Background: an optimization exercise with open tools, aiming at small area, a short achievable clock period and few clock cycles per item. Do not read the settings as production practice.
Function was checked by simulation only, so behaviour that the tests miss may differ from the original.
The clock port is modelled as an ideal driver; clocking choices that lean on that would not hold on a real chip.
No activity file was given, so power comes from the tool's default toggle rates.

[flow/config.mk]
export PLATFORM = sky130hd
export DESIGN_NAME = el2_exu_div_ctl
export DESIGN_NICKNAME = el2_exu_div_ctl
export VERILOG_FILES = /design/flow/design.v
export SDC_FILE = /design/flow/constraint.sdc
export NUM_CORES = 8
export LEC_CHECK = 0
export CAP_MARGIN = 40
export CORE_MARGIN = 2
export CORE_UTILIZATION = 40
export SETUP_SLACK_MARGIN = 5
export SLEW_MARGIN = 40
export SYNTH_HIERARCHICAL = 1
export SYNTH_MINIMUM_KEEP_SIZE = 0
[flow/constraint.sdc]
create_clock -name core_clock -period 12.0 [get_ports {clk}]
set_input_delay 2.4000 -clock core_clock [delete_from_list [all_inputs] [get_ports {clk}]]
set_output_delay 2.4000 -clock core_clock [all_outputs]
set_load 0.01 [all_outputs]
[flow/design.v]
module el2_exu_div_ctl
  (
   input logic           clk,                        
   input logic           rst_l,                      
   input logic           dp_valid,                   
   input logic           dp_unsign,                  
   input logic           dp_rem,                     
   input logic  [31:0]   dividend,                   
   input logic  [31:0]   divisor,                    
   input logic           cancel,                     
   output logic          finish_dly,                 
   output logic [31:0]   out                         
  );
   logic        sv_ff;                  
   logic        it_ff;                  
   logic        fin_ff;                 
   logic [3:0]  cnt_ff;                 
   logic        busy, last;
   logic [31:0] r_ff;                   
   logic [31:0] q_ff;                   
   logic [32:0] b_ff;                   
   logic        rem_ff, neg_ff;         
   assign busy = sv_ff | it_ff;
   assign last = it_ff & (cnt_ff == 4'd0);
   wire  sa = ~dp_unsign & dividend[31];
   wire  sb = ~dp_unsign & divisor[31];
   wire  bz = (divisor == 32'b0);
   wire [31:0] abs_a, abs_b;
   div_cneg_in u_nega (.s(sa), .x(dividend), .y(abs_a));
   div_cneg_in u_negb (.s(sb), .x(divisor),  .y(abs_b));
   wire        q1, d1_co, q2, d2_co;
   wire [31:0] r1, d2;
   div_step34 u_s1 (.en(it_ff), .x({2'b0, r_ff}), .b({1'b0, b_ff}), .q(q1), .co(d1_co), .y(r1));
   div_step33 u_s2 (.en(it_ff), .x({1'b0, r1}), .b({1'b0, b_ff[32:1]}), .q(q2), .co(d2_co), .y(d2));
   wire [31:0] r2_n = busy ? r1 : abs_a;
   wire [31:0] r_next = q2 ? d2 : r2_n;
   wire early = ~d1_co;
   wire [5:0] clza, clzb;
   div_clz32 u_clza (.x(r_ff), .n(clza));
   div_clz32 u_clzb (.x(b_ff[31:0]), .n(clzb));
   wire [5:0]  sdiff = clzb - clza;                     
   wire        bzero = clzb[5];
   wire [3:0]  m     = (bzero | ~sv_ff) ? 4'hf : sdiff[4:1];
   wire [32:0] b_rot;
   div_rot33 u_rot (.b(b_ff), .m(m), .y(b_rot));
   always_ff @(posedge clk or negedge rst_l) begin
      if (!rst_l) begin
         sv_ff  <= 1'b0;
         it_ff  <= 1'b0;
         fin_ff <= 1'b0;
      end
      else begin
         sv_ff  <= dp_valid & ~cancel;
         it_ff  <= ~cancel & ((sv_ff & ~early) | (it_ff & (cnt_ff != 4'd0)));
         fin_ff <= ~cancel & last;
      end
   end
   always_ff @(posedge clk) begin
      cnt_ff <= sv_ff ? m : cnt_ff - 4'd1;
      r_ff   <= r_next;
      q_ff   <= it_ff ? ((last & rem_ff) ? r_next : {q_ff[29:0], q1, q2}) :
                sv_ff ? 32'b0 : (abs_a & {32{dp_rem}});
      b_ff   <= busy ? b_rot : {1'b0, abs_b};
      if (!busy) begin
         rem_ff <= dp_rem;
         neg_ff <= dp_rem ? sa : (sa ^ sb) & ~bz;
      end
   end
   wire [31:0] ans;
   div_cneg_out u_nego (.s(neg_ff), .x(q_ff), .y(ans));
   assign out        = ans;
   assign finish_dly = ~cancel & (fin_ff | (sv_ff & early));
endmodule  
module div_cneg_in (input logic s, input logic [31:0] x, output logic [31:0] y);
   wire [8:0] p;
   assign p[0] = 1'b0;
   div_cneg_in_slice u_0 (.s(s), .pin(p[0]), .x(x[3:0]), .y(y[3:0]), .pout(p[1]));
   div_cneg_in_slice u_1 (.s(s), .pin(p[1]), .x(x[7:4]), .y(y[7:4]), .pout(p[2]));
   div_cneg_in_slice u_2 (.s(s), .pin(p[2]), .x(x[11:8]), .y(y[11:8]), .pout(p[3]));
   div_cneg_in_slice u_3 (.s(s), .pin(p[3]), .x(x[15:12]), .y(y[15:12]), .pout(p[4]));
   div_cneg_in_slice u_4 (.s(s), .pin(p[4]), .x(x[19:16]), .y(y[19:16]), .pout(p[5]));
   div_cneg_in_slice u_5 (.s(s), .pin(p[5]), .x(x[23:20]), .y(y[23:20]), .pout(p[6]));
   div_cneg_in_slice u_6 (.s(s), .pin(p[6]), .x(x[27:24]), .y(y[27:24]), .pout(p[7]));
   div_cneg_in_slice u_7 (.s(s), .pin(p[7]), .x(x[31:28]), .y(y[31:28]), .pout(p[8]));
endmodule
module div_cneg_in_slice (input logic s, input logic pin, input logic [3:0] x, output logic [3:0] y, output logic pout);
   wire [3:0] pre;
   assign pre[0] = pin;
   assign pre[1] = pre[0] | x[0];
   assign pre[2] = pre[1] | x[1];
   assign pre[3] = pre[2] | x[2];
   assign y = x ^ ({4{s}} & pre);
   assign pout = pin | (|x);
endmodule
module div_cneg_out (input logic s, input logic [31:0] x, output logic [31:0] y);
   wire yy_po_l0_1 = x[1] | x[0];
   wire yy_po_l0_3 = x[3] | x[2];
   wire yy_po_l0_5 = x[5] | x[4];
   wire yy_po_l0_7 = x[7] | x[6];
   wire yy_po_l0_9 = x[9] | x[8];
   wire yy_po_l0_11 = x[11] | x[10];
   wire yy_po_l0_13 = x[13] | x[12];
   wire yy_po_l0_15 = x[15] | x[14];
   wire yy_po_l0_17 = x[17] | x[16];
   wire yy_po_l0_19 = x[19] | x[18];
   wire yy_po_l0_21 = x[21] | x[20];
   wire yy_po_l0_23 = x[23] | x[22];
   wire yy_po_l0_25 = x[25] | x[24];
   wire yy_po_l0_27 = x[27] | x[26];
   wire yy_po_l0_29 = x[29] | x[28];
   wire yy_po_l1_2 = x[2] | yy_po_l0_1;
   wire yy_po_l1_3 = yy_po_l0_3 | yy_po_l0_1;
   wire yy_po_l1_6 = x[6] | yy_po_l0_5;
   wire yy_po_l1_7 = yy_po_l0_7 | yy_po_l0_5;
   wire yy_po_l1_10 = x[10] | yy_po_l0_9;
   wire yy_po_l1_11 = yy_po_l0_11 | yy_po_l0_9;
   wire yy_po_l1_14 = x[14] | yy_po_l0_13;
   wire yy_po_l1_15 = yy_po_l0_15 | yy_po_l0_13;
   wire yy_po_l1_18 = x[18] | yy_po_l0_17;
   wire yy_po_l1_19 = yy_po_l0_19 | yy_po_l0_17;
   wire yy_po_l1_22 = x[22] | yy_po_l0_21;
   wire yy_po_l1_23 = yy_po_l0_23 | yy_po_l0_21;
   wire yy_po_l1_26 = x[26] | yy_po_l0_25;
   wire yy_po_l1_27 = yy_po_l0_27 | yy_po_l0_25;
   wire yy_po_l1_30 = x[30] | yy_po_l0_29;
   wire yy_po_l2_4 = x[4] | yy_po_l1_3;
   wire yy_po_l2_5 = yy_po_l0_5 | yy_po_l1_3;
   wire yy_po_l2_6 = yy_po_l1_6 | yy_po_l1_3;
   wire yy_po_l2_7 = yy_po_l1_7 | yy_po_l1_3;
   wire yy_po_l2_12 = x[12] | yy_po_l1_11;
   wire yy_po_l2_13 = yy_po_l0_13 | yy_po_l1_11;
   wire yy_po_l2_14 = yy_po_l1_14 | yy_po_l1_11;
   wire yy_po_l2_15 = yy_po_l1_15 | yy_po_l1_11;
   wire yy_po_l2_20 = x[20] | yy_po_l1_19;
   wire yy_po_l2_21 = yy_po_l0_21 | yy_po_l1_19;
   wire yy_po_l2_22 = yy_po_l1_22 | yy_po_l1_19;
   wire yy_po_l2_23 = yy_po_l1_23 | yy_po_l1_19;
   wire yy_po_l2_28 = x[28] | yy_po_l1_27;
   wire yy_po_l2_29 = yy_po_l0_29 | yy_po_l1_27;
   wire yy_po_l2_30 = yy_po_l1_30 | yy_po_l1_27;
   wire yy_po_l3_8 = x[8] | yy_po_l2_7;
   wire yy_po_l3_9 = yy_po_l0_9 | yy_po_l2_7;
   wire yy_po_l3_10 = yy_po_l1_10 | yy_po_l2_7;
   wire yy_po_l3_11 = yy_po_l1_11 | yy_po_l2_7;
   wire yy_po_l3_12 = yy_po_l2_12 | yy_po_l2_7;
   wire yy_po_l3_13 = yy_po_l2_13 | yy_po_l2_7;
   wire yy_po_l3_14 = yy_po_l2_14 | yy_po_l2_7;
   wire yy_po_l3_15 = yy_po_l2_15 | yy_po_l2_7;
   wire yy_po_l3_24 = x[24] | yy_po_l2_23;
   wire yy_po_l3_25 = yy_po_l0_25 | yy_po_l2_23;
   wire yy_po_l3_26 = yy_po_l1_26 | yy_po_l2_23;
   wire yy_po_l3_27 = yy_po_l1_27 | yy_po_l2_23;
   wire yy_po_l3_28 = yy_po_l2_28 | yy_po_l2_23;
   wire yy_po_l3_29 = yy_po_l2_29 | yy_po_l2_23;
   wire yy_po_l3_30 = yy_po_l2_30 | yy_po_l2_23;
   wire yy_po_l4_16 = x[16] | yy_po_l3_15;
   wire yy_po_l4_17 = yy_po_l0_17 | yy_po_l3_15;
   wire yy_po_l4_18 = yy_po_l1_18 | yy_po_l3_15;
   wire yy_po_l4_19 = yy_po_l1_19 | yy_po_l3_15;
   wire yy_po_l4_20 = yy_po_l2_20 | yy_po_l3_15;
   wire yy_po_l4_21 = yy_po_l2_21 | yy_po_l3_15;
   wire yy_po_l4_22 = yy_po_l2_22 | yy_po_l3_15;
   wire yy_po_l4_23 = yy_po_l2_23 | yy_po_l3_15;
   wire yy_po_l4_24 = yy_po_l3_24 | yy_po_l3_15;
   wire yy_po_l4_25 = yy_po_l3_25 | yy_po_l3_15;
   wire yy_po_l4_26 = yy_po_l3_26 | yy_po_l3_15;
   wire yy_po_l4_27 = yy_po_l3_27 | yy_po_l3_15;
   wire yy_po_l4_28 = yy_po_l3_28 | yy_po_l3_15;
   wire yy_po_l4_29 = yy_po_l3_29 | yy_po_l3_15;
   wire yy_po_l4_30 = yy_po_l3_30 | yy_po_l3_15;
   wire [30:0] yy_po;
   assign yy_po[0] = x[0];
   assign yy_po[1] = yy_po_l0_1;
   assign yy_po[2] = yy_po_l1_2;
   assign yy_po[3] = yy_po_l1_3;
   assign yy_po[4] = yy_po_l2_4;
   assign yy_po[5] = yy_po_l2_5;
   assign yy_po[6] = yy_po_l2_6;
   assign yy_po[7] = yy_po_l2_7;
   assign yy_po[8] = yy_po_l3_8;
   assign yy_po[9] = yy_po_l3_9;
   assign yy_po[10] = yy_po_l3_10;
   assign yy_po[11] = yy_po_l3_11;
   assign yy_po[12] = yy_po_l3_12;
   assign yy_po[13] = yy_po_l3_13;
   assign yy_po[14] = yy_po_l3_14;
   assign yy_po[15] = yy_po_l3_15;
   assign yy_po[16] = yy_po_l4_16;
   assign yy_po[17] = yy_po_l4_17;
   assign yy_po[18] = yy_po_l4_18;
   assign yy_po[19] = yy_po_l4_19;
   assign yy_po[20] = yy_po_l4_20;
   assign yy_po[21] = yy_po_l4_21;
   assign yy_po[22] = yy_po_l4_22;
   assign yy_po[23] = yy_po_l4_23;
   assign yy_po[24] = yy_po_l4_24;
   assign yy_po[25] = yy_po_l4_25;
   assign yy_po[26] = yy_po_l4_26;
   assign yy_po[27] = yy_po_l4_27;
   assign yy_po[28] = yy_po_l4_28;
   assign yy_po[29] = yy_po_l4_29;
   assign yy_po[30] = yy_po_l4_30;
   wire [31:0] yy;
   assign yy[0] = x[0];
   assign yy[31:1] = x[31:1] ^ ({31{s}} & yy_po);
   assign y = yy;
endmodule
module div_step34 (input logic en, input logic [33:0] x, input logic [33:0] b, output logic q, output logic co, output logic [31:0] y);
   wire [33:0] d_p0 = x ^ ~b;
   wire [33:0] d_g0 = x & ~b;
   wire d_g1_1 = d_g0[1] | (d_p0[1] & (d_g0[0] | d_p0[0]));
   wire d_g1_3 = d_g0[3] | (d_p0[3] & d_g0[2]);
   wire d_p1_3 = d_p0[3] & d_p0[2];
   wire d_g1_5 = d_g0[5] | (d_p0[5] & d_g0[4]);
   wire d_p1_5 = d_p0[5] & d_p0[4];
   wire d_g1_7 = d_g0[7] | (d_p0[7] & d_g0[6]);
   wire d_p1_7 = d_p0[7] & d_p0[6];
   wire d_g1_9 = d_g0[9] | (d_p0[9] & d_g0[8]);
   wire d_p1_9 = d_p0[9] & d_p0[8];
   wire d_g1_11 = d_g0[11] | (d_p0[11] & d_g0[10]);
   wire d_p1_11 = d_p0[11] & d_p0[10];
   wire d_g1_13 = d_g0[13] | (d_p0[13] & d_g0[12]);
   wire d_p1_13 = d_p0[13] & d_p0[12];
   wire d_g1_15 = d_g0[15] | (d_p0[15] & d_g0[14]);
   wire d_p1_15 = d_p0[15] & d_p0[14];
   wire d_g1_17 = d_g0[17] | (d_p0[17] & d_g0[16]);
   wire d_p1_17 = d_p0[17] & d_p0[16];
   wire d_g1_19 = d_g0[19] | (d_p0[19] & d_g0[18]);
   wire d_p1_19 = d_p0[19] & d_p0[18];
   wire d_g1_21 = d_g0[21] | (d_p0[21] & d_g0[20]);
   wire d_p1_21 = d_p0[21] & d_p0[20];
   wire d_g1_23 = d_g0[23] | (d_p0[23] & d_g0[22]);
   wire d_p1_23 = d_p0[23] & d_p0[22];
   wire d_g1_25 = d_g0[25] | (d_p0[25] & d_g0[24]);
   wire d_p1_25 = d_p0[25] & d_p0[24];
   wire d_g1_27 = d_g0[27] | (d_p0[27] & d_g0[26]);
   wire d_p1_27 = d_p0[27] & d_p0[26];
   wire d_g1_29 = d_g0[29] | (d_p0[29] & d_g0[28]);
   wire d_p1_29 = d_p0[29] & d_p0[28];
   wire d_g1_31 = d_g0[31] | (d_p0[31] & d_g0[30]);
   wire d_p1_31 = d_p0[31] & d_p0[30];
   wire d_g1_33 = d_g0[33] | (d_p0[33] & d_g0[32]);
   wire d_p1_33 = d_p0[33] & d_p0[32];
   wire d_g2_3 = d_g1_3 | (d_p1_3 & d_g1_1);
   wire d_g2_7 = d_g1_7 | (d_p1_7 & d_g1_5);
   wire d_p2_7 = d_p1_7 & d_p1_5;
   wire d_g2_11 = d_g1_11 | (d_p1_11 & d_g1_9);
   wire d_p2_11 = d_p1_11 & d_p1_9;
   wire d_g2_15 = d_g1_15 | (d_p1_15 & d_g1_13);
   wire d_p2_15 = d_p1_15 & d_p1_13;
   wire d_g2_19 = d_g1_19 | (d_p1_19 & d_g1_17);
   wire d_p2_19 = d_p1_19 & d_p1_17;
   wire d_g2_23 = d_g1_23 | (d_p1_23 & d_g1_21);
   wire d_p2_23 = d_p1_23 & d_p1_21;
   wire d_g2_27 = d_g1_27 | (d_p1_27 & d_g1_25);
   wire d_p2_27 = d_p1_27 & d_p1_25;
   wire d_g2_31 = d_g1_31 | (d_p1_31 & d_g1_29);
   wire d_p2_31 = d_p1_31 & d_p1_29;
   wire d_g3_7 = d_g2_7 | (d_p2_7 & d_g2_3);
   wire d_g3_15 = d_g2_15 | (d_p2_15 & d_g2_11);
   wire d_p3_15 = d_p2_15 & d_p2_11;
   wire d_g3_23 = d_g2_23 | (d_p2_23 & d_g2_19);
   wire d_p3_23 = d_p2_23 & d_p2_19;
   wire d_g3_31 = d_g2_31 | (d_p2_31 & d_g2_27);
   wire d_p3_31 = d_p2_31 & d_p2_27;
   wire d_g4_15 = d_g3_15 | (d_p3_15 & d_g3_7);
   wire d_g4_31 = d_g3_31 | (d_p3_31 & d_g3_23);
   wire d_p4_31 = d_p3_31 & d_p3_23;
   wire d_g5_31 = d_g4_31 | (d_p4_31 & d_g4_15);
   wire d_g7_23 = d_g3_23 | (d_p3_23 & d_g4_15);
   wire d_g8_11 = d_g2_11 | (d_p2_11 & d_g3_7);
   wire d_g8_19 = d_g2_19 | (d_p2_19 & d_g4_15);
   wire d_g8_27 = d_g2_27 | (d_p2_27 & d_g7_23);
   wire d_g9_5 = d_g1_5 | (d_p1_5 & d_g2_3);
   wire d_g9_9 = d_g1_9 | (d_p1_9 & d_g3_7);
   wire d_g9_13 = d_g1_13 | (d_p1_13 & d_g8_11);
   wire d_g9_17 = d_g1_17 | (d_p1_17 & d_g4_15);
   wire d_g9_21 = d_g1_21 | (d_p1_21 & d_g8_19);
   wire d_g9_25 = d_g1_25 | (d_p1_25 & d_g7_23);
   wire d_g9_29 = d_g1_29 | (d_p1_29 & d_g8_27);
   wire d_g9_33 = d_g1_33 | (d_p1_33 & d_g5_31);
   wire d_g10_2 = d_g0[2] | (d_p0[2] & d_g1_1);
   wire d_g10_4 = d_g0[4] | (d_p0[4] & d_g2_3);
   wire d_g10_6 = d_g0[6] | (d_p0[6] & d_g9_5);
   wire d_g10_8 = d_g0[8] | (d_p0[8] & d_g3_7);
   wire d_g10_10 = d_g0[10] | (d_p0[10] & d_g9_9);
   wire d_g10_12 = d_g0[12] | (d_p0[12] & d_g8_11);
   wire d_g10_14 = d_g0[14] | (d_p0[14] & d_g9_13);
   wire d_g10_16 = d_g0[16] | (d_p0[16] & d_g4_15);
   wire d_g10_18 = d_g0[18] | (d_p0[18] & d_g9_17);
   wire d_g10_20 = d_g0[20] | (d_p0[20] & d_g8_19);
   wire d_g10_22 = d_g0[22] | (d_p0[22] & d_g9_21);
   wire d_g10_24 = d_g0[24] | (d_p0[24] & d_g7_23);
   wire d_g10_26 = d_g0[26] | (d_p0[26] & d_g9_25);
   wire d_g10_28 = d_g0[28] | (d_p0[28] & d_g8_27);
   wire d_g10_30 = d_g0[30] | (d_p0[30] & d_g9_29);
   wire d_g10_32 = d_g0[32] | (d_p0[32] & d_g5_31);
   wire [33:0] d_c = {d_g9_33, d_g10_32, d_g5_31, d_g10_30, d_g9_29, d_g10_28, d_g8_27, d_g10_26, d_g9_25, d_g10_24, d_g7_23, d_g10_22, d_g9_21, d_g10_20, d_g8_19, d_g10_18, d_g9_17, d_g10_16, d_g4_15, d_g10_14, d_g9_13, d_g10_12, d_g8_11, d_g10_10, d_g9_9, d_g10_8, d_g3_7, d_g10_6, d_g9_5, d_g10_4, d_g2_3, d_g10_2, d_g1_1, (d_g0[0] | d_p0[0])};
   wire [33:0] d = d_p0 ^ {d_c[32:0], 1'b1};
   wire d_co = d_c[33];
   assign co = d_co;
   assign q  = en & d_co;
   assign y  = q ? d[31:0] : x[31:0];
endmodule
module div_step33 (input logic en, input logic [32:0] x, input logic [32:0] b, output logic q, output logic co, output logic [31:0] y);
   wire [32:0] d_p0 = x ^ ~b;
   wire [32:0] d_g0 = x & ~b;
   wire d_g1_1 = d_g0[1] | (d_p0[1] & (d_g0[0] | d_p0[0]));
   wire d_g1_3 = d_g0[3] | (d_p0[3] & d_g0[2]);
   wire d_p1_3 = d_p0[3] & d_p0[2];
   wire d_g1_5 = d_g0[5] | (d_p0[5] & d_g0[4]);
   wire d_p1_5 = d_p0[5] & d_p0[4];
   wire d_g1_7 = d_g0[7] | (d_p0[7] & d_g0[6]);
   wire d_p1_7 = d_p0[7] & d_p0[6];
   wire d_g1_9 = d_g0[9] | (d_p0[9] & d_g0[8]);
   wire d_p1_9 = d_p0[9] & d_p0[8];
   wire d_g1_11 = d_g0[11] | (d_p0[11] & d_g0[10]);
   wire d_p1_11 = d_p0[11] & d_p0[10];
   wire d_g1_13 = d_g0[13] | (d_p0[13] & d_g0[12]);
   wire d_p1_13 = d_p0[13] & d_p0[12];
   wire d_g1_15 = d_g0[15] | (d_p0[15] & d_g0[14]);
   wire d_p1_15 = d_p0[15] & d_p0[14];
   wire d_g1_17 = d_g0[17] | (d_p0[17] & d_g0[16]);
   wire d_p1_17 = d_p0[17] & d_p0[16];
   wire d_g1_19 = d_g0[19] | (d_p0[19] & d_g0[18]);
   wire d_p1_19 = d_p0[19] & d_p0[18];
   wire d_g1_21 = d_g0[21] | (d_p0[21] & d_g0[20]);
   wire d_p1_21 = d_p0[21] & d_p0[20];
   wire d_g1_23 = d_g0[23] | (d_p0[23] & d_g0[22]);
   wire d_p1_23 = d_p0[23] & d_p0[22];
   wire d_g1_25 = d_g0[25] | (d_p0[25] & d_g0[24]);
   wire d_p1_25 = d_p0[25] & d_p0[24];
   wire d_g1_27 = d_g0[27] | (d_p0[27] & d_g0[26]);
   wire d_p1_27 = d_p0[27] & d_p0[26];
   wire d_g1_29 = d_g0[29] | (d_p0[29] & d_g0[28]);
   wire d_p1_29 = d_p0[29] & d_p0[28];
   wire d_g1_31 = d_g0[31] | (d_p0[31] & d_g0[30]);
   wire d_p1_31 = d_p0[31] & d_p0[30];
   wire d_g2_3 = d_g1_3 | (d_p1_3 & d_g1_1);
   wire d_g2_7 = d_g1_7 | (d_p1_7 & d_g1_5);
   wire d_p2_7 = d_p1_7 & d_p1_5;
   wire d_g2_11 = d_g1_11 | (d_p1_11 & d_g1_9);
   wire d_p2_11 = d_p1_11 & d_p1_9;
   wire d_g2_15 = d_g1_15 | (d_p1_15 & d_g1_13);
   wire d_p2_15 = d_p1_15 & d_p1_13;
   wire d_g2_19 = d_g1_19 | (d_p1_19 & d_g1_17);
   wire d_p2_19 = d_p1_19 & d_p1_17;
   wire d_g2_23 = d_g1_23 | (d_p1_23 & d_g1_21);
   wire d_p2_23 = d_p1_23 & d_p1_21;
   wire d_g2_27 = d_g1_27 | (d_p1_27 & d_g1_25);
   wire d_p2_27 = d_p1_27 & d_p1_25;
   wire d_g2_31 = d_g1_31 | (d_p1_31 & d_g1_29);
   wire d_p2_31 = d_p1_31 & d_p1_29;
   wire d_g3_7 = d_g2_7 | (d_p2_7 & d_g2_3);
   wire d_g3_15 = d_g2_15 | (d_p2_15 & d_g2_11);
   wire d_p3_15 = d_p2_15 & d_p2_11;
   wire d_g3_23 = d_g2_23 | (d_p2_23 & d_g2_19);
   wire d_p3_23 = d_p2_23 & d_p2_19;
   wire d_g3_31 = d_g2_31 | (d_p2_31 & d_g2_27);
   wire d_p3_31 = d_p2_31 & d_p2_27;
   wire d_g4_15 = d_g3_15 | (d_p3_15 & d_g3_7);
   wire d_g4_31 = d_g3_31 | (d_p3_31 & d_g3_23);
   wire d_p4_31 = d_p3_31 & d_p3_23;
   wire d_g5_31 = d_g4_31 | (d_p4_31 & d_g4_15);
   wire d_g7_23 = d_g3_23 | (d_p3_23 & d_g4_15);
   wire d_g8_11 = d_g2_11 | (d_p2_11 & d_g3_7);
   wire d_g8_19 = d_g2_19 | (d_p2_19 & d_g4_15);
   wire d_g8_27 = d_g2_27 | (d_p2_27 & d_g7_23);
   wire d_g9_5 = d_g1_5 | (d_p1_5 & d_g2_3);
   wire d_g9_9 = d_g1_9 | (d_p1_9 & d_g3_7);
   wire d_g9_13 = d_g1_13 | (d_p1_13 & d_g8_11);
   wire d_g9_17 = d_g1_17 | (d_p1_17 & d_g4_15);
   wire d_g9_21 = d_g1_21 | (d_p1_21 & d_g8_19);
   wire d_g9_25 = d_g1_25 | (d_p1_25 & d_g7_23);
   wire d_g9_29 = d_g1_29 | (d_p1_29 & d_g8_27);
   wire d_g10_2 = d_g0[2] | (d_p0[2] & d_g1_1);
   wire d_g10_4 = d_g0[4] | (d_p0[4] & d_g2_3);
   wire d_g10_6 = d_g0[6] | (d_p0[6] & d_g9_5);
   wire d_g10_8 = d_g0[8] | (d_p0[8] & d_g3_7);
   wire d_g10_10 = d_g0[10] | (d_p0[10] & d_g9_9);
   wire d_g10_12 = d_g0[12] | (d_p0[12] & d_g8_11);
   wire d_g10_14 = d_g0[14] | (d_p0[14] & d_g9_13);
   wire d_g10_16 = d_g0[16] | (d_p0[16] & d_g4_15);
   wire d_g10_18 = d_g0[18] | (d_p0[18] & d_g9_17);
   wire d_g10_20 = d_g0[20] | (d_p0[20] & d_g8_19);
   wire d_g10_22 = d_g0[22] | (d_p0[22] & d_g9_21);
   wire d_g10_24 = d_g0[24] | (d_p0[24] & d_g7_23);
   wire d_g10_26 = d_g0[26] | (d_p0[26] & d_g9_25);
   wire d_g10_28 = d_g0[28] | (d_p0[28] & d_g8_27);
   wire d_g10_30 = d_g0[30] | (d_p0[30] & d_g9_29);
   wire d_g10_32 = d_g0[32] | (d_p0[32] & d_g5_31);
   wire [32:0] d_c = {d_g10_32, d_g5_31, d_g10_30, d_g9_29, d_g10_28, d_g8_27, d_g10_26, d_g9_25, d_g10_24, d_g7_23, d_g10_22, d_g9_21, d_g10_20, d_g8_19, d_g10_18, d_g9_17, d_g10_16, d_g4_15, d_g10_14, d_g9_13, d_g10_12, d_g8_11, d_g10_10, d_g9_9, d_g10_8, d_g3_7, d_g10_6, d_g9_5, d_g10_4, d_g2_3, d_g10_2, d_g1_1, (d_g0[0] | d_p0[0])};
   wire [32:0] d = d_p0 ^ {d_c[31:0], 1'b1};
   wire d_co = d_c[32];
   assign co = d_co;
   assign q  = en & d_co;
   assign y  = d[31:0];
endmodule
module div_clz32 (input logic [31:0] x, output logic [5:0] n);
   wire c_v0_0 = x[1] | x[0];
   wire c_z0_0 = ~x[1];
   wire c_v0_1 = x[3] | x[2];
   wire c_z0_1 = ~x[3];
   wire c_v0_2 = x[5] | x[4];
   wire c_z0_2 = ~x[5];
   wire c_v0_3 = x[7] | x[6];
   wire c_z0_3 = ~x[7];
   wire c_v0_4 = x[9] | x[8];
   wire c_z0_4 = ~x[9];
   wire c_v0_5 = x[11] | x[10];
   wire c_z0_5 = ~x[11];
   wire c_v0_6 = x[13] | x[12];
   wire c_z0_6 = ~x[13];
   wire c_v0_7 = x[15] | x[14];
   wire c_z0_7 = ~x[15];
   wire c_v0_8 = x[17] | x[16];
   wire c_z0_8 = ~x[17];
   wire c_v0_9 = x[19] | x[18];
   wire c_z0_9 = ~x[19];
   wire c_v0_10 = x[21] | x[20];
   wire c_z0_10 = ~x[21];
   wire c_v0_11 = x[23] | x[22];
   wire c_z0_11 = ~x[23];
   wire c_v0_12 = x[25] | x[24];
   wire c_z0_12 = ~x[25];
   wire c_v0_13 = x[27] | x[26];
   wire c_z0_13 = ~x[27];
   wire c_v0_14 = x[29] | x[28];
   wire c_z0_14 = ~x[29];
   wire c_v0_15 = x[31] | x[30];
   wire c_z0_15 = ~x[31];
   wire c_v1_0 = c_v0_1 | c_v0_0;
   wire c_z1_0_0 = c_v0_1 ? c_z0_1 : c_z0_0;
   wire c_v1_1 = c_v0_3 | c_v0_2;
   wire c_z1_1_0 = c_v0_3 ? c_z0_3 : c_z0_2;
   wire c_v1_2 = c_v0_5 | c_v0_4;
   wire c_z1_2_0 = c_v0_5 ? c_z0_5 : c_z0_4;
   wire c_v1_3 = c_v0_7 | c_v0_6;
   wire c_z1_3_0 = c_v0_7 ? c_z0_7 : c_z0_6;
   wire c_v1_4 = c_v0_9 | c_v0_8;
   wire c_z1_4_0 = c_v0_9 ? c_z0_9 : c_z0_8;
   wire c_v1_5 = c_v0_11 | c_v0_10;
   wire c_z1_5_0 = c_v0_11 ? c_z0_11 : c_z0_10;
   wire c_v1_6 = c_v0_13 | c_v0_12;
   wire c_z1_6_0 = c_v0_13 ? c_z0_13 : c_z0_12;
   wire c_v1_7 = c_v0_15 | c_v0_14;
   wire c_z1_7_0 = c_v0_15 ? c_z0_15 : c_z0_14;
   wire c_v2_0 = c_v1_1 | c_v1_0;
   wire c_z2_0_0 = c_v1_1 ? ~c_v0_3 : ~c_v0_1;
   wire c_z2_0_1 = c_v1_1 ? c_z1_1_0 : c_z1_0_0;
   wire c_v2_1 = c_v1_3 | c_v1_2;
   wire c_z2_1_0 = c_v1_3 ? ~c_v0_7 : ~c_v0_5;
   wire c_z2_1_1 = c_v1_3 ? c_z1_3_0 : c_z1_2_0;
   wire c_v2_2 = c_v1_5 | c_v1_4;
   wire c_z2_2_0 = c_v1_5 ? ~c_v0_11 : ~c_v0_9;
   wire c_z2_2_1 = c_v1_5 ? c_z1_5_0 : c_z1_4_0;
   wire c_v2_3 = c_v1_7 | c_v1_6;
   wire c_z2_3_0 = c_v1_7 ? ~c_v0_15 : ~c_v0_13;
   wire c_z2_3_1 = c_v1_7 ? c_z1_7_0 : c_z1_6_0;
   wire c_v3_0 = c_v2_1 | c_v2_0;
   wire c_z3_0_0 = c_v2_1 ? ~c_v1_3 : ~c_v1_1;
   wire c_z3_0_1 = c_v2_1 ? c_z2_1_0 : c_z2_0_0;
   wire c_z3_0_2 = c_v2_1 ? c_z2_1_1 : c_z2_0_1;
   wire c_v3_1 = c_v2_3 | c_v2_2;
   wire c_z3_1_0 = c_v2_3 ? ~c_v1_7 : ~c_v1_5;
   wire c_z3_1_1 = c_v2_3 ? c_z2_3_0 : c_z2_2_0;
   wire c_z3_1_2 = c_v2_3 ? c_z2_3_1 : c_z2_2_1;
   wire c_v4_0 = c_v3_1 | c_v3_0;
   wire c_z4_0_0 = c_v3_1 ? ~c_v2_3 : ~c_v2_1;
   wire c_z4_0_1 = c_v3_1 ? c_z3_1_0 : c_z3_0_0;
   wire c_z4_0_2 = c_v3_1 ? c_z3_1_1 : c_z3_0_1;
   wire c_z4_0_3 = c_v3_1 ? c_z3_1_2 : c_z3_0_2;
   wire [5:0] c = {~c_v4_0, c_v4_0 & ~c_v3_1, c_v4_0 & c_z4_0_0, c_v4_0 & c_z4_0_1, c_v4_0 & c_z4_0_2, c_v4_0 & c_z4_0_3};
   assign n = c;
endmodule
module div_rot33 (input logic [32:0] b, input logic [3:0] m, output logic [32:0] y);
   wire [32:0] b_r1  = {b[31:0], b[32]};
   wire [32:0] b_r2  = m[0] ? {b_r1[30:0], b_r1[32:31]} : b_r1;
   wire [32:0] b_r4  = m[1] ? {b_r2[28:0], b_r2[32:29]} : b_r2;
   wire [32:0] b_r8  = m[2] ? {b_r4[24:0], b_r4[32:25]} : b_r4;
   assign y          = m[3] ? {b_r8[16:0], b_r8[32:17]} : b_r8;
endmodule
[flow/flow/run.sh]
#!/bin/bash
# The standard layout (standard.sh), with these changes in how the layout is made:
#  - every input and output port still gets its own buffer, but a plain buf_1
#    (OpenROAD's buffer_ports -buffer_cell) instead of the default delay buffer;
#    the resizer upsizes it where timing needs;
#  - any further ORFS variables listed in flow/extra_vars (one NAME=value per line).
# make's output goes to flow.log; ORFS keeps each step's own log under orfs/logs.
set -euo pipefail
MARGIN=${MARGIN:-6.8}
PORTBUF=${PORTBUF:-sky130_fd_sc_hd__buf_1}
EXTRA="'BUFFER_PORTS_ARGS=-buffer_cell ${PORTBUF}'"
if [[ -f flow/extra_vars ]]; then
  while read -r line; do
    [[ -z "$line" || "$line" == \#* ]] && continue
    EXTRA="$EXTRA '$line'"
  done < flow/extra_vars
fi
sed -E -e "s/SETUP_SLACK_MARGIN=[^ ]+/SETUP_SLACK_MARGIN=${MARGIN}/" \
       -e "s|CLKGATE_MAP_FILE= |CLKGATE_MAP_FILE= ${EXTRA} |" \
       standard.sh > standard_mod.sh
grep -q "BUFFER_PORTS_ARGS" standard_mod.sh
bash standard_mod.sh > flow.log 2>&1
[flow/flow/extra_vars]
SKIP_INCREMENTAL_REPAIR=1
[flow/standard.sh]
#!/bin/bash
# synth_recipe.tcl (not shown) runs the flow's synth.tcl, then flattens the netlist and writes it again
# the make line also repeats each setting of config.mk as NAME=value (left out here)
make -C /OpenROAD-flow-scripts/flow DESIGN_CONFIG=/design/flow/config.mk WORK_HOME=/design/flow/orfs CLKGATE_MAP_FILE= SYNTH_SCRIPT=/design/flow/synth_recipe.tcl "${@:-finish}"
==> results of run 1 <==
[worst min path at each step]
| stage | slack [ns] | cells past startpoint | end | startpoint |
|---|---|---|---|---|
| floorplan | 0.44 | 1 | cnt_ff[0] | cnt_ff[0] |
| global placement | 0.47 | 1 | cnt_ff[0] | cnt_ff[0] |
| detailed placement | 0.48 | 1 | cnt_ff[0] | cnt_ff[0] |
| CTS | 0.50 | 1 | cnt_ff[0] | cnt_ff[0] |
| global route | 0.55 | 1 | cnt_ff[0] | cnt_ff[0] |
| finish | 0.50 | 1 | cnt_ff[0] | cnt_ff[0] |
[area by class of cell]
class / count / area (µm²)
clock buffer: 12 / 246.5
clock inverter: 3 / 25.02
fill: 2919 / 16380
inverter: 118 / 442.9
multi-input combinational: 995 / 9341
sequential: 106 / 2222
tap: 390 / 488.0
timing repair buffer: 131 / 650.6
[registers in the layout, summed over array words and instances (netlist names)]
| register | cells |
|---|---|
| r_ff | 32 |
| neg_ff | 1 |
| fin_ff | 1 |
| sv_ff | 1 |
| q_ff | 32 |
| cnt_ff | 4 |
| rem_ff | 1 |
| b_ff | 33 |
| it_ff | 1 |
[cells in the final DEF (no fill, tap or decap), drive strengths merged, types with 20 or more instances in the layout]
cell type and count:
a221o 32, nand2 105, buf 130, fa 33, a21oi 57, o31ai 27, nor4 26, ha 69
mux2i 40, o21ai 86, inv 120, xor2 20, o41ai 24, xnor2 112, dfxtp 101, nor2 49
and3 36, mux2 56, mux4 66, nor3 26
[per-layer routing]
layer,up-vias,share of wire
met2,301,0.49
met5,-,0
met3,46,0.058
met4,0,0.022
met1,4814,0.43
li1,4830,-
[metrics by stage]
stage / setup WS, ns / utilization / power [mW] / area [µm²] / hold slack (ns)
after global placement: 5.927 / 0.4303 / 3.416 / 12820 / 0.4735
after floorplan: 6.795 / - / 2.829 / 12210 / 0.4422
final: 6.747 / 0.4503 / 3.840 / 13420 / 0.4995
after CTS: 6.762 / 0.4503 / 3.836 / 13420 / 0.4994
after global routing: 6.373 / 0.4503 / 4.204 / 13420 / 0.5454
after detailed placement: 5.824 / 0.4304 / 3.460 / 12820 / 0.4809
[power groups by stage]
stage | clock (mW) | combinational [mW] | sequential (mW)
floorplan | 0 | 2.16 | 0.664
global placement | 0 | 2.59 | 0.830
detailed placement | 0 | 2.64 | 0.824
CTS | 0.293 | 2.70 | 0.839
global route | 0.306 | 3.03 | 0.866
finish | 0.286 | 2.71 | 0.846
==> flow_summary.toml, run 1 <==
[floorplan]
coreArea_um2 = 29800
die_x_um = 178.4
dieArea_um2 = 31820
die_h_um = 178.4
rows = 63
boundaryPins = 103
initial_utilization = 0.4082

[status]
status = "finished clean"

[grt]
overflow = 0
antenna_found_initial = 0
grt_pass1_vias = 9994
use_met1 = 0.2795
grt_usage = 0.2157
grt_max_degree = 66
gr-max-usage-layer = "met2"
use_met2 = 0.3719
grt_pass1_wl_um = 53920
use_met3 = 0.03261

[clock_tree]
cts_inserted_buffers = 9
clock_latency_ns = 0.36
cts_setup_buffers = 14
htree_levels = 3
ctsHoldBuffers = 0
clock_sinks = 106
cts_root_buf = "clkbuf_16"
clock_path_buffers = 2
post_cts_resized = 70
cts_tree = "built"
clkSlewWorstSetupHoldPaths_ns = 0.07

[place]
io_buffers = 102
dp_cells = 1725
globalplace.congestion = 0.9285
place_hpwl_um = 25300

[detailed_routing]
drt.antenna.violating_nets = 0
wl_per_cell_um = 18.91
dr.pass1.iters = 5
drt_iter0_markers = 545
routed_wl_um = 33180
vias_per_cell = 5.693
drc = 0
dr_total_vias = 9991

[cells_and_area]
stdcell_count = 1755
area_growth_syn_to_layout_pct = 10.31
antennaDiodeCount = 0
final_layout_size_suffix_gt1_frac = 0.2227
nets = 1533

[pwr]
power_leakage_nw = 5.561
p_clk_frac = 0.074
p_seq_frac = 0.220
ir_drop_v = 0.0001076
comb_power_share = 0.705
p_int_mw = 1.989
power.switching_mw = 1.851
swShare = 0.4821
p_per_area_nw_per_um2 = 286.2

[worst_setup_path]
slowest_stage = "o41ai_2"
endpoint_kind = "flip-flop"
crit_path_end = "q_ff[31]"
reg2reg_to = "q_ff[4]"
worst_path_largest_cell_delay_ns = 0.37
crit_fanout = 5
path_delay_family = "simple AND/OR/NAND/NOR gates"
r2r_start = "r_ff[0]"
critical_path_buf_inv_count = 1
critical_path_class = "in -> reg"
startpoint = "dividend[0]"
rrSetupSlack_ns = 6.77
worst_setup_path_start_kind = "primary input"
path_cells = "buf_1 -> nor3_2 -> nand2_1 -> nor3_2 -> nand2_1 -> nor3_1 -> nand2_1 -> nor3_2 -> nand2_1 -> nor3_2 -> nand2_2 -> nor3_2 -> nand2_2 -> nor3_1 -> nand2_1 -> o41ai_2 -> xnor2_1 -> mux2i_1 -> o21ai_1 -> a221o_1"
cp.depth = 20
critPathRequiredTime_ns = 12.24
critPathArrivalTime_ns = 5.50
r2r_cells = 22

[timing]
setup_tns_ns = 0
period_share = 0.4378
fin_skew_ns = 0.009298
min_period_ns = 5.253
max_slew_margin = 0.5210
drv_slew = 0
hold_viol_final = 0
worst_pin_slew_ns = 0.7184
setup_violations = 0
clock.fmax_mhz = 190.4

[logic_synthesis]
ys_warn_count = 7
synthCells = 1259
netlist_area_um2 = 12160
syn_avg_cell_area_um2 = 9.661

[flow_run]
drv_cap = 0

[hold_path]
hold_class = "reg -> reg"
Testbench counts, summed over its fixed seeds: cycles 18,134, items 3,200.
==> run 2, diff against run 1 <==
--- a/flow/config.mk
+++ b/flow/config.mk
@@ -10,2 +10,3 @@
 export CORE_UTILIZATION = 40
+export CTS_BUF_LIST = sky130_fd_sc_hd__clkbuf_8
 export SETUP_SLACK_MARGIN = 5
==> flow_summary.toml, run 2 <==
[cells_and_area]
largest_register = "b_ff"
fin_area_um2 = 13320
fillers = 2938
antennaDiodeCount = 0
final_common_cell = "inv_1"
seq_area_um2 = 2226
largest_reg_flops = 33
final_cell_mix = "inv_1, xnor2_1, nand2_1"
top_regs = "b_ff (33), q_ff (32), r_ff (32)"
nets = 1530
multi_input_area_um2 = 9368
post-route-util = 0.4472
area_growth_syn_to_layout_pct = 9.546
stdcell_count = 1752
final_layout_size_suffix_gt1_frac = 0.2261

[clock_tree]
post_cts_resized = 79
ctsHoldBuffers = 0
clock_latency_ns = 0.39
clock_sinks = 106
cts_setup_buffers = 11
htree_levels = 3
cts_root_buf = "clkbuf_8"
cts_tree = "built"
cts_inserted_buffers = 9
clkSlewWorstSetupHoldPaths_ns = 0.10
clock_path_buffers = 2

[logic_synthesis]
synthCells = 1259
syn_avg_cell_area_um2 = 9.661
ys_warn_count = 7
netlist_area_um2 = 12160

[detailed_routing]
drt.antenna.violating_nets = 0
wl_met2_um = 16250
highest_layer = "met4"
wl_met1_um = 14490
dr_total_vias = 9979
dr.pass1.iters = 5
drt_iter0_markers = 607
routed_wl_um = 33080
vias_per_cell = 5.696
wl_per_cell_um = 18.88
met3_length_um = 1775
drc = 0

[flow_run]
drv_cap = 0

[timing]
max_slew_margin = 0.5372
clock.fmax_mhz = 190.2
hold_viol_final = 0
fin_skew_ns = 0.01563
setup_violations = 0
setup_tns_ns = 0
period_share = 0.4381
drv_slew = 0
finalWorstSetupSlack_ns = 6.743
min_period_ns = 5.257
worst_pin_slew_ns = 0.6767
timing.hold.ws_ns = 0.5043

[floorplan]
coreArea_um2 = 29800
rows = 63
boundaryPins = 103
dieArea_um2 = 31820
initial_utilization = 0.4082
die_x_um = 178.4
die_h_um = 178.4

[worst_setup_path]
crit_top_cell = "nand2_1"
critPathRequiredTime_ns = 12.29
path_cells = "buf_1 -> nor3_2 -> nand2_1 -> nor3_1 -> nand2_1 -> nor3_1 -> nand2_1 -> nor3_2 -> nand2_1 -> nor3_2 -> nand2_2 -> nor3_2 -> nand2_2 -> nor3_1 -> nand2_1 -> o41ai_2 -> xnor2_1 -> mux2i_1 -> o21ai_1 -> a221o_1"
slowest_stage = "o41ai_2"
critical_path_class = "in -> reg"
worst_setup_path_start_kind = "primary input"
worst_path_largest_cell_delay_ns = 0.37
crit_fanout = 5
endpoint_kind = "flip-flop"
critPathArrivalTime_ns = 5.55

[place]
place_hpwl_um = 25300
dp_slack_ns = 5.824
io_buffers = 102
postPlaceCellArea_um2 = 12820
globalplace.congestion = 0.9285
dp_cells = 1725

[grt]
overflow = 0
grt_pass1_wl_um = 53830
grt_max_degree = 66
grt_pass1_vias = 9997
antenna_found_initial = 0
grt_usage = 0.2151

[hold_path]
hold_class = "reg -> reg"

[pwr]
power.total_mw = 3.770
power_leakage_nw = 5.519
ir_drop_v = 0.00009127
p_per_area_nw_per_um2 = 282.9

[status]
status = "finished clean"
[run 2: worst max-delay path: cells and delay by family]
family                    cells  cell delay (ns)
and+or+nand+nor              14             1.97
AOI/OAI and AO/OA             3             0.76
buffers and inverters         1             0.15
muxes                         1             0.14
xor gates and xnor gates      1             0.12
[run 2: layer usage]
layer	track usage	vias to the layer above
li1	-	4829
met1	0.2804	4827
met2	0.3750	281
met3	0.02920	42
met4	0.05420	0
met5	0	-
[run 2: path summary, 6_finish.rpt]
check | start | end | slack [ns] | cells past startpoint
setup / recovery | dividend[0] | q_ff[31] | 6.74 | 20
hold / removal | cnt_ff[0] | cnt_ff[0] | 0.50 | 1
setup reg to reg | b_ff[21] | q_ff[26] | 6.80 | 23
hold reg to reg | cnt_ff[0] | cnt_ff[0] | 0.50 | 1
max in group asynchronous | rst_l | it_ff | 10.03 | 1
min in group asynchronous | rst_l | sv_ff | 1.81 | 1
[run 2: power breakdown]
part | total [mW] | switching, mW | internal, mW
Combinational | 2.71 | 1.38 | 1.33
Sequential | 0.847 | 0.336 | 0.511
Clock | 0.212 | 0.132 | 0.0804
Total | 3.77 | 1.84 | 1.93
[run 2: area by class of cell]
class                           instances  share of cell area
Multi-Input combinational cell        995              0.7031
Sequential cell                       106              0.1671
Timing Repair Buffer                  128             0.04723
Tap cell                              390             0.03662
Inverter                              118             0.03324
Clock buffer                           10             0.01033
Clock inverter                          5            0.002442
==> run 3, diff against run 2 <==
--- a/flow/flow/run.sh
+++ b/flow/flow/run.sh
@@ -8,3 +8,3 @@
 set -euo pipefail
-MARGIN=${MARGIN:-6.8}
+MARGIN=${MARGIN:-7.0}
 PORTBUF=${PORTBUF:-sky130_fd_sc_hd__buf_1}
==> flow_summary.toml, run 3 <==
[timing]
setup_violations = 0
clock.fmax_mhz = 190.0
fin_skew_ns = 0.01389
setup_tns_ns = 0
finalWorstSetupSlack_ns = 6.737
hold_viol_final = 0
worst_pin_slew_ns = 0.6796
min_period_ns = 5.263
max_slew_margin = 0.5352
drv_slew = 0
period_share = 0.4385

[hold_path]
hold_end = "cnt_ff[0]"
min_path_cells = 1
worstHoldStart = "cnt_ff[0]"
hold_class = "reg -> reg"

[grt]
grt_usage = 0.2241
grt_pass1_wl_um = 55700
grt_max_degree = 51
grt_pass1_vias = 10140
overflow = 0
antenna_found_initial = 0

[worst_setup_path]
crit_fanout = 11
worst_setup_path_start_kind = "flip-flop"
worst_path_largest_cell_delay_ns = 0.50
critical_path_buf_inv_count = 8
critPathRequiredTime_ns = 12.29
slowest_stage = "fa_1"
crit_top_cell = "inv_1"
critPathArrivalTime_ns = 5.55
endpoint_kind = "flip-flop"
r2r_start = "b_ff[5]"
reg2reg_to = "q_ff[30]"
path_delay_family = "compound AO/OA/AOI/OAI gates"
critical_path_class = "reg -> reg"
rrSetupSlack_ns = 6.74
r2r_cells = 27

[detailed_routing]
wl_per_cell_um = 19.46
dr_total_vias = 10260
vias_per_cell = 5.737
drt.antenna.violating_nets = 0
dr.pass1.iters = 7
drt_iter0_markers = 720
routed_wl_um = 34790
drc = 0

[pwr]
power.total_mw = 4.030
p_per_area_nw_per_um2 = 289.5
power_leakage_nw = 5.751
ir_drop_v = 0.0001091

[clock_tree]
clock_sinks = 106
clkSlewWorstSetupHoldPaths_ns = 0.11
cts_inserted_buffers = 9
cts_tree = "built"
htree_levels = 3
cts_root_buf = "clkbuf_8"
clock_latency_ns = 0.40
clock_path_buffers = 2
post_cts_resized = 146
ctsHoldBuffers = 0
cts_setup_buffers = 42

[status]
status = "finished clean"

[cells_and_area]
nets = 1565
fillers = 2817
multi_input_area_um2 = 9527
seq_area_um2 = 2277
final_layout_size_suffix_gt1_frac = 0.2675
final_common_cell = "inv_1"
post-route-util = 0.4671
area_growth_syn_to_layout_pct = 14.43
top_regs = "b_ff (33), q_ff (32), r_ff (32)"
antennaDiodeCount = 0
final_cell_mix = "inv_1, xnor2_1, nand2_1"
largest_register = "b_ff"
largest_reg_flops = 33

[floorplan]
boundaryPins = 103
initial_utilization = 0.4082
die_h_um = 178.4
dieArea_um2 = 31820
die_x_um = 178.4
rows = 63
coreArea_um2 = 29800

[place]
io_buffers = 102
dp_slack_ns = 5.798
place_hpwl_um = 25270
globalplace.congestion = 0.9243

[logic_synthesis]
synthCells = 1259
ys_warn_count = 7
netlist_area_um2 = 12160
syn_avg_cell_area_um2 = 9.661

[flow_run]
drv_cap = 0
[run 3: metal layers]
layer	track usage	wire, µm	part of all wire	vias up
met4	0.06267	777	0.022	0
met1	0.2877	14880	0.43	5000
met3	0.03090	1892	0.054	53
li1	-	-	-	4891
met5	0	0	0	-
met2	0.3924	17240	0.50	314
[run 3: area by class of cell]
cell class,instances,share of cell area
repair buffers,163,0.07084
multi-input cells,995,0.6845
flip-flops and latches,106,0.1636
well taps,390,0.03506
inverters,118,0.03182
clock inverters,7,0.005304
clock buffers,9,0.008900
[run 3: where the power goes]
group / total (mW) / switching [mW] / internal [mW]
combinational: 3.00 / 1.55 / 1.45
sequential: 0.793 / 0.268 / 0.526
clock: 0.235 / 0.137 / 0.0981
total: 4.03 / 1.95 / 2.08
[run 3: metrics by stage]
stage,cell area [µm²],instances,hold slack (ns)
2_1_floorplan,12220,1271,0.4422
3_3_place_gp,12810,1724,0.4763
3_5_place_dp,12830,1726,0.4783
4_1_cts,13920,1788,0.5041
5_1_grt,13920,1788,0.5233
6_report,13920,1788,0.4962
[run 3: how the worst max path moves through the flow]
| stage | cells after the start | endpoint | slack, ns | from |
|---|---|---|---|---|
| final | 27 | q_ff[30] | 6.74 | b_ff[5] |
| after global routing | 18 | b_ff[31] | 6.44 | divisor[0] |
| after CTS | 14 | finish_dly | 6.85 | r_ff[0] |
| after detailed placement | 22 | q_ff[31] | 5.80 | b_ff[23] |
| after global placement | 21 | q_ff[31] | 5.34 | b_ff[23] |
| after floorplan | 19 | q_ff[30] | 6.80 | dividend[0] |
[run 3: worst register-to-register path, cell delays in order, from the launching register on]
cell and delay [ns]:
dfxtp_4 0.36, inv_1 0.04, ha_1 0.33, a21oi_2 0.16, nand2_1 0.11, o211ai_1 0.20, buf_4 0.18, a31oi_4 0.09
buf_4 0.15, buf_6 0.11, o41ai_4 0.23, buf_6 0.16, buf_12 0.14, mux2i_2 0.25, inv_1 0.07, ha_1 0.19
fa_2 0.35, nand2b_4 0.16, a21oi_4 0.18, o2111ai_4 0.15, o21ai_4 0.26, a211o_1 0.21, a31oi_1 0.11, fa_1 0.50
inv_1 0.04, nand2_1 0.05, o21ai_1 0.07, a221o_1 0.31
==> run 4, diff against run 3 <==
--- a/flow/flow/run.sh
+++ b/flow/flow/run.sh
@@ -8,3 +8,3 @@
 set -euo pipefail
-MARGIN=${MARGIN:-7.0}
+MARGIN=${MARGIN:-6.9}
 PORTBUF=${PORTBUF:-sky130_fd_sc_hd__buf_1}
==> flow_summary.toml, run 4 <==
[status]
status = "finished clean"

[worst_setup_path]
critPathArrivalTime_ns = 5.51
critical_path_class = "reg -> reg"
rrSetupSlack_ns = 6.80
path_delay_family = "compound AO/OA/AOI/OAI gates"
critical_path_buf_inv_count = 4
crit_fanout = 5
endpoint_kind = "flip-flop"
slowest_stage = "fa_1"
worst_path_largest_cell_delay_ns = 0.51
critPathRequiredTime_ns = 12.31
worst_setup_path_start_kind = "flip-flop"
path_cells = "ha_1 -> a21oi_1 -> nand2_1 -> o211ai_1 -> buf_4 -> a31oi_4 -> o41ai_4 -> buf_12 -> mux2i_2 -> inv_1 -> ha_1 -> fa_1 -> nand2b_1 -> a21oi_2 -> o2111ai_2 -> o21ai_4 -> a211o_1 -> a31oi_1 -> fa_1 -> inv_1 -> nand2_1 -> o21ai_1 -> a221o_1"

[clock_tree]
ctsHoldBuffers = 0
post_cts_resized = 101
clock_sinks = 106
cts_setup_buffers = 20
cts_tree = "built"
htree_levels = 3
cts_root_buf = "clkbuf_8"
cts_inserted_buffers = 9
clock_latency_ns = 0.41
clkSlewWorstSetupHoldPaths_ns = 0.11
clock_path_buffers = 2

[timing]
max_slew_margin = 0.5192
drv_slew = 0
finalWorstSetupSlack_ns = 6.804
worst_pin_slew_ns = 0.7030
clock.fmax_mhz = 192.5
hold_viol_final = 0
setup_violations = 0
setup_tns_ns = 0
fin_skew_ns = 0.01540
period_share = 0.4330
min_period_ns = 5.196

[cells_and_area]
area_growth_syn_to_layout_pct = 10.76
final_common_cell = "inv_1"
top_regs = "b_ff (33), q_ff (32), r_ff (32)"
largest_register = "b_ff"
largest_reg_flops = 33
antennaDiodeCount = 0
final_cell_mix = "inv_1, xnor2_1, nand2_1"
nets = 1540
fin_area_um2 = 13470
final_layout_size_suffix_gt1_frac = 0.2411
stdcell_count = 1763

[floorplan]
die_h_um = 178.4
coreArea_um2 = 29800
initial_utilization = 0.4082
dieArea_um2 = 31820
rows = 63
boundaryPins = 103
die_x_um = 178.4

[place]
dp_slack_ns = 5.955
dp_cells = 1726
place_hpwl_um = 25480
globalplace.congestion = 0.9171
postPlaceCellArea_um2 = 12840
io_buffers = 102

[detailed_routing]
drt_iter0_markers = 545
dr.pass1.iters = 5
routed_wl_um = 33450
drt.antenna.violating_nets = 0
wl_per_cell_um = 18.97
vias_per_cell = 5.709
drc = 0
dr_total_vias = 10070

[hold_path]
hold_class = "reg -> reg"

[grt]
overflow = 0
grt_pass1_wl_um = 53960
grt_pass1_vias = 9879
antenna_found_initial = 0
grt_max_degree = 66
grt_usage = 0.2161

[logic_synthesis]
syn_avg_cell_area_um2 = 9.661
synthCells = 1259
netlist_area_um2 = 12160
ys_warn_count = 7

[flow_run]
drv_cap = 0

[pwr]
ir_drop_v = 0.0001007
power_leakage_nw = 5.580
power.total_mw = 3.836
p_per_area_nw_per_um2 = 284.8
==> run 4: report_power, final <==
group | internal [mW] | switching, mW | total (mW)
clock network | 0.0797 | 0.136 | 0.216
logic | 1.36 | 1.44 | 2.81
registers | 0.517 | 0.297 | 0.814
==> run 4: path summary, 6_finish.rpt <==
path / depth (start not counted) / endpoint / startpoint
min in group asynchronous: 1 / sv_ff / rst_l
max in group asynchronous: 1 / fin_ff / rst_l
hold reg to reg: 1 / cnt_ff[0] / cnt_ff[0]
setup / recovery: 23 / q_ff[30] / r_ff[7]
hold / removal: 1 / cnt_ff[0] / cnt_ff[0]
setup reg to reg: 23 / q_ff[30] / r_ff[7]
==> run 4: area by class of cell <==
cell class                 count  area, µm²
tap                          390      488.0
multi-input combinational    995       9413
fill                        2889      16320
timing repair buffer         138      708.2
inverter                     118      442.9
sequential                   106       2248
clock buffer                  10      137.6
clock inverter                 6      33.78
==> run 4: metrics by stage <==
stage | hold WS (ns) | util
2_1_floorplan | 0.4422 | -
3_3_place_gp | 0.4662 | 0.4300
3_5_place_dp | 0.4808 | 0.4308
4_1_cts | 0.4975 | 0.4521
5_1_grt | 0.5441 | 0.4521
6_report | 0.4919 | 0.4521
==> run 4: layer usage <==
layer	up-vias	share of wire	track usage
met5	-	0	0
met1	4903	0.43	0.2756
met3	44	0.054	0.04092
li1	4841	-	-
met2	277	0.50	0.3769
met4	0	0.016	0.05081
==> run 5, diff against run 4 <==
--- a/flow/flow/run.sh
+++ b/flow/flow/run.sh
@@ -8,3 +8,3 @@
 set -euo pipefail
-MARGIN=${MARGIN:-6.9}
+MARGIN=${MARGIN:-6.8}
 PORTBUF=${PORTBUF:-sky130_fd_sc_hd__buf_1}
--- a/flow/config.mk
+++ b/flow/config.mk
@@ -11,2 +11,4 @@
 export CTS_BUF_LIST = sky130_fd_sc_hd__clkbuf_8
+export CTS_CLUSTER_DIAMETER = 200
+export CTS_CLUSTER_SIZE = 60
 export SETUP_SLACK_MARGIN = 5
==> flow_summary.toml, run 5 <==
[timing]
drv_slew = 0
hold_viol_final = 0
worst_pin_slew_ns = 0.6767
setup_violations = 0
period_share = 0.4381
fin_skew_ns = 0.01563
clock.fmax_mhz = 190.2
max_slew_margin = 0.5372
setup_tns_ns = 0
min_period_ns = 5.257

[detailed_routing]
wl_per_cell_um = 18.88
drc = 0
dr_total_vias = 9979
routed_wl_um = 33080
drt_iter0_markers = 607
drt.antenna.violating_nets = 0
dr.pass1.iters = 5
vias_per_cell = 5.696

[hold_path]
min_path_cells = 1
hold_class = "reg -> reg"
worstHoldStart = "cnt_ff[0]"

[worst_setup_path]
r2r_cells = 23
r2r_start = "b_ff[21]"
critPathRequiredTime_ns = 12.29
reg2reg_to = "q_ff[26]"
crit_fanout = 5
critical_path_class = "in -> reg"
rrSetupSlack_ns = 6.80
critPathArrivalTime_ns = 5.55
worst_path_largest_cell_delay_ns = 0.37
crit_path_end = "q_ff[31]"
worst_setup_path_start_kind = "primary input"
startpoint = "dividend[0]"
slowest_stage = "o41ai_2"
path_cells = "buf_1 -> nor3_2 -> nand2_1 -> nor3_1 -> nand2_1 -> nor3_1 -> nand2_1 -> nor3_2 -> nand2_1 -> nor3_2 -> nand2_2 -> nor3_2 -> nand2_2 -> nor3_1 -> nand2_1 -> o41ai_2 -> xnor2_1 -> mux2i_1 -> o21ai_1 -> a221o_1"
endpoint_kind = "flip-flop"
crit_top_cell = "nand2_1"

[clock_tree]
clock_latency_ns = 0.39
cts_inserted_buffers = 9
clkSlewWorstSetupHoldPaths_ns = 0.10
cts_setup_buffers = 11
clock_path_buffers = 2
post_cts_resized = 79
clock_sinks = 106
cts_tree = "built"
htree_levels = 3
cts_root_buf = "clkbuf_8"
ctsHoldBuffers = 0

[grt]
antenna_found_initial = 0
grt_pass1_vias = 9997
grt_usage = 0.2151
overflow = 0
grt_pass1_wl_um = 53830
grt_max_degree = 66

[cells_and_area]
final_common_cell = "inv_1"
largest_reg_flops = 33
final_layout_size_suffix_gt1_frac = 0.2261
fillers = 2938
fin_area_um2 = 13320
seq_area_um2 = 2226
nets = 1530
final_cell_mix = "inv_1, xnor2_1, nand2_1"
antennaDiodeCount = 0
multi_input_area_um2 = 9368
top_regs = "b_ff (33), q_ff (32), r_ff (32)"
area_growth_syn_to_layout_pct = 9.546
largest_register = "b_ff"

[pwr]
power_leakage_nw = 5.519
ir_drop_v = 0.00009127
p_per_area_nw_per_um2 = 282.9

[floorplan]
die_x_um = 178.4
rows = 63
dieArea_um2 = 31820
die_h_um = 178.4
boundaryPins = 103
coreArea_um2 = 29800
initial_utilization = 0.4082

[place]
place_hpwl_um = 25300
postPlaceCellArea_um2 = 12820
io_buffers = 102
globalplace.congestion = 0.9285

[logic_synthesis]
netlist_area_um2 = 12160
ys_warn_count = 7
synthCells = 1259
syn_avg_cell_area_um2 = 9.661

[flow_run]
drv_cap = 0

[status]
status = "finished clean"
## run 5: area by class of cell
| type | count | share of cell area |
|---|---|---|
| clock inverter | 5 | 0.002442 |
| sequential | 106 | 0.1671 |
| clock buffer | 10 | 0.01033 |
| multi-input combinational | 995 | 0.7031 |
| tap | 390 | 0.03662 |
| inverter | 118 | 0.03324 |
| timing repair buffer | 128 | 0.04723 |
## run 5: critical path: cells and delay by family
kind / cells / cell delay [ns]
AND/OR/NAND/NOR: 14 / 1.97
AO/OA/AOI/OAI: 3 / 0.76
buffers and inverters: 1 / 0.15
multiplexers: 1 / 0.14
XOR/XNOR: 1 / 0.12
## run 5: worst min path at each step
stage           endpoint  slack [ns]
2_1_floorplan  cnt_ff[0]        0.44
3_3_place_gp   cnt_ff[0]        0.47
3_5_place_dp   cnt_ff[0]        0.48
4_1_cts        cnt_ff[0]        0.50
5_1_grt        cnt_ff[0]        0.55
6_report       cnt_ff[0]        0.50
## run 5: per-layer routing
| metal | routed length (µm) | up-vias | track usage |
|---|---|---|---|
| met1 | 14490 | 4827 | 0.2804 |
| met4 | 569 | 0 | 0.05420 |
| li1 | - | 4829 | - |
| met5 | 0 | - | 0 |
| met3 | 1775 | 42 | 0.02920 |
| met2 | 16250 | 281 | 0.3750 |
## run 5: report_power, final
group | total, mW | internal [mW] | leakage (nW) | switching (mW)
sequential | 0.847 | 0.511 | 0.913 | 0.336
clock | 0.212 | 0.0804 | 0.0918 | 0.132
combinational | 2.71 | 1.33 | 4.51 | 1.38
total | 3.77 | 1.93 | 5.52 | 1.84
## run 5: through the flow
step / utilization / power (mW) / std cells / hold WS (ns) / worst slack (ns)
finish: 0.4472 / 3.770 / 1752 / 0.5043 / 6.743
global route: 0.4472 / 4.137 / 1752 / 0.5505 / 6.337
CTS: 0.4472 / 3.770 / 1752 / 0.5041 / 6.775
detailed placement: 0.4304 / 3.460 / 1725 / 0.4809 / 5.824
global placement: 0.4303 / 3.416 / 1725 / 0.4735 / 5.927
floorplan: - / 2.829 / 1271 / 0.4422 / 6.795
==> run 6, diff against run 5 <==
--- a/flow/flow/run.sh
+++ b/flow/flow/run.sh
@@ -5,2 +5,4 @@
 #    the resizer upsizes it where timing needs;
+#  - after clock-tree synthesis, flow/post_cts.tcl recovers area on paths that
+#    keep the setup margin (if RECOVER_PCT is set in flow/extra_vars);
 #  - any further ORFS variables listed in flow/extra_vars (one NAME=value per line).
@@ -11,2 +13,3 @@
 EXTRA="'BUFFER_PORTS_ARGS=-buffer_cell ${PORTBUF}'"
+EXTRA="$EXTRA 'POST_CTS_TCL=$PWD/flow/post_cts.tcl'"
 if [[ -f flow/extra_vars ]]; then
==> flow/flow/extra_vars (replaced) <==
SKIP_INCREMENTAL_REPAIR=1
RECOVER_PCT=50
==> flow/flow/post_cts.tcl (new file) <==
# Area recovery after clock-tree synthesis and its timing repair: downsize cells
# on paths that keep at least the repair's setup margin (the SDC is unchanged).
if {[info exists ::env(RECOVER_PCT)] && $::env(RECOVER_PCT) > 0} {
  puts "post-CTS area recovery: $::env(RECOVER_PCT)% of paths, setup margin $::env(SETUP_SLACK_MARGIN)"
  report_design_area
  repair_timing -recover_power $::env(RECOVER_PCT) -setup_margin $::env(SETUP_SLACK_MARGIN) -verbose
  detailed_placement
  check_placement -verbose
  report_design_area
  report_worst_slack -max
}
--- a/flow/config.mk
+++ b/flow/config.mk
@@ -11,4 +11,2 @@
 export CTS_BUF_LIST = sky130_fd_sc_hd__clkbuf_8
-export CTS_CLUSTER_DIAMETER = 200
-export CTS_CLUSTER_SIZE = 60
 export SETUP_SLACK_MARGIN = 5
==> flow_summary.toml, run 6 <==
[worst_setup_path]
r2r_start = "b_ff[7]"
reg2reg_to = "q_ff[2]"
path_delay_family = "compound AO/OA/AOI/OAI gates"
worst_path_largest_cell_delay_ns = 2.01
critPathRequiredTime_ns = 12.29
path_cells = "inv_1 -> ha_1 -> a21oi_1 -> nand2_1 -> o211ai_1 -> buf_4 -> nand3_2 -> a2111o_1 -> a31oi_1 -> fa_1 -> mux2i_1 -> ha_1 -> a21oi_1 -> o21ai_0 -> a21oi_1 -> nor3b_4 -> clkbuf_1 -> o21ai_0 -> a221o_1"
endpoint_kind = "flip-flop"
worst_setup_path_start_kind = "flip-flop"
rrSetupSlack_ns = 4.73
critical_path_buf_inv_count = 3
slowest_stage = "clkbuf_1"
crit_top_cell = "a21oi_1"
crit_fanout = 65
cp.depth = 19
critical_path_class = "reg -> reg"
critPathArrivalTime_ns = 7.56
r2r_cells = 19

[clock_tree]
clock_sinks = 106
cts_tree = "built"
clkSlewWorstSetupHoldPaths_ns = 0.10
clock_latency_ns = 0.39

[timing]
min_period_ns = 7.273
fin_skew_ns = 0.01380
drv_slew = 270
setup_tns_ns = 0
setup_violations = 0
clock.fmax_mhz = 137.5
hold_viol_final = 0
max_slew_margin = -0.9333
worst_pin_slew_ns = 2.900
period_share = 0.6061

[grt]
grt_pass1_wl_um = 54010
grt_usage = 0.2157
grt_pass1_vias = 10010
overflow = 0
grt_max_degree = 66
antenna_found_initial = 0

[detailed_routing]
drt_iter0_markers = 616
routed_wl_um = 33160
vias_per_cell = 5.714
dr_total_vias = 10010
wl_per_cell_um = 18.92
drt.antenna.violating_nets = 0
drc = 0
dr.pass1.iters = 5

[status]
failed_checks = "max-capacitance violations, max-slew violations"
status = "finished with violations"

[logic_synthesis]
syn_avg_cell_area_um2 = 9.661
ys_warn_count = 7
synthCells = 1259
netlist_area_um2 = 12160

[cells_and_area]
final_common_cell = "inv_1"
antennaDiodeCount = 0
final_cell_mix = "inv_1, xnor2_1, nand2_1"
largest_reg_flops = 33
top_regs = "b_ff (33), q_ff (32), r_ff (32)"
final_layout_size_suffix_gt1_frac = 0.2012
largest_register = "b_ff"
area_growth_syn_to_layout_pct = 8.281
post-route-util = 0.4420
nets = 1530
fillers = 2976

[floorplan]
initial_utilization = 0.4082
coreArea_um2 = 29800
boundaryPins = 103
dieArea_um2 = 31820
die_h_um = 178.4
rows = 63
die_x_um = 178.4

[pwr]
ir_drop_v = 0.00009098
power_leakage_nw = 5.443
p_per_area_nw_per_um2 = 284.8

[hold_path]
worstHoldStart = "cnt_ff[0]"
hold_end = "cnt_ff[0]"
hold_class = "reg -> reg"
min_path_cells = 1

[place]
globalplace.congestion = 0.9285
io_buffers = 102
place_hpwl_um = 25300

[flow_run]
drv_cap = 6
## run 6: layout make-up
cell class | instances | area, µm² | area share
Clock buffer | 10 | 137.6 | 0.01045
Clock inverter | 5 | 32.53 | 0.002470
Inverter | 118 | 442.9 | 0.03363
Multi-Input combinational cell | 995 | 9245 | 0.7020
Sequential cell | 106 | 2226 | 0.1690
Tap cell | 390 | 488.0 | 0.03705
Timing Repair Buffer | 128 | 598.1 | 0.04541
## run 6: worst max-delay path by stage
stage	startpoint	endpoint	slack, ns
after detailed placement	b_ff[23]	q_ff[31]	5.82
after floorplan	dividend[0]	q_ff[30]	6.80
after global routing	b_ff[7]	q_ff[11]	4.07
after global placement	b_ff[25]	q_ff[31]	5.93
final	b_ff[7]	q_ff[2]	4.73
## run 6: power by group
group          total [mW]  internal, mW  switching (mW)  leakage [nW]
clock               0.212        0.0804           0.132        0.0918
sequential          0.847         0.511           0.335         0.913
combinational        2.69          1.33            1.37          4.44
total                3.75          1.92            1.83          5.44
## run 6: layer usage
metal  up-vias  track usage  routed length (µm)
li1       4813            -                   -
met1      4910       0.2820               14650
met2       252       0.3750               16400
met3        36      0.02877                1575
met4         0      0.05522                 533
met5         -            0                   0
## run 6: through the flow
step                      power (mW)  setup slack (ns)  hold slack [ns]  instances  instance area, µm²
after global routing           4.118             4.072           0.5578       1752               13170
after detailed placement       3.460             5.824           0.4809       1725               12820
final                          3.751             4.727           0.5101       1752               13170
after global placement         3.416             5.927           0.4735       1725               12820
after floorplan                2.829             6.795           0.4422       1271               12210

==> re-timing with driven ports <==
No port has a modelled driver above. Below, the same layouts with a new extraction and two added sets of constraints.
Step 1, drivers: a clkbuf_16 drives clk and a buf_2 each remaining input, both assumed.
Step 2 moves the port delays by t, midway between the first and last clock arrival at a register: inputs arrive t later, outputs are due t later. That takes back most of the time a late clock gives input paths.
Slacks: ideal / step 1 / step 2; pairs: ideal / step 1.
run | shift t [ns] | setup slack, ns | worst setup path after step 2 | worst data-port slew with drivers (ns)
run 1 | 0.402 | 6.747 / 6.749 / 6.372 | input to register | 0.04
run 2 | 0.428 | 6.743 / 6.764 / 6.336 | input to register | 0.04
run 3 | 0.438 | 6.737 / 6.737 / 6.514 | input to register | 0.04
run 4 | 0.444 | 6.804 / 6.790 / 6.452 | input to register | 0.04
run 5 | 0.428 | 6.743 / 6.764 / 6.336 | input to register | 0.04
run 6 | 0.430 | 4.727 / 4.727 / 4.727 | register to register | 0.04
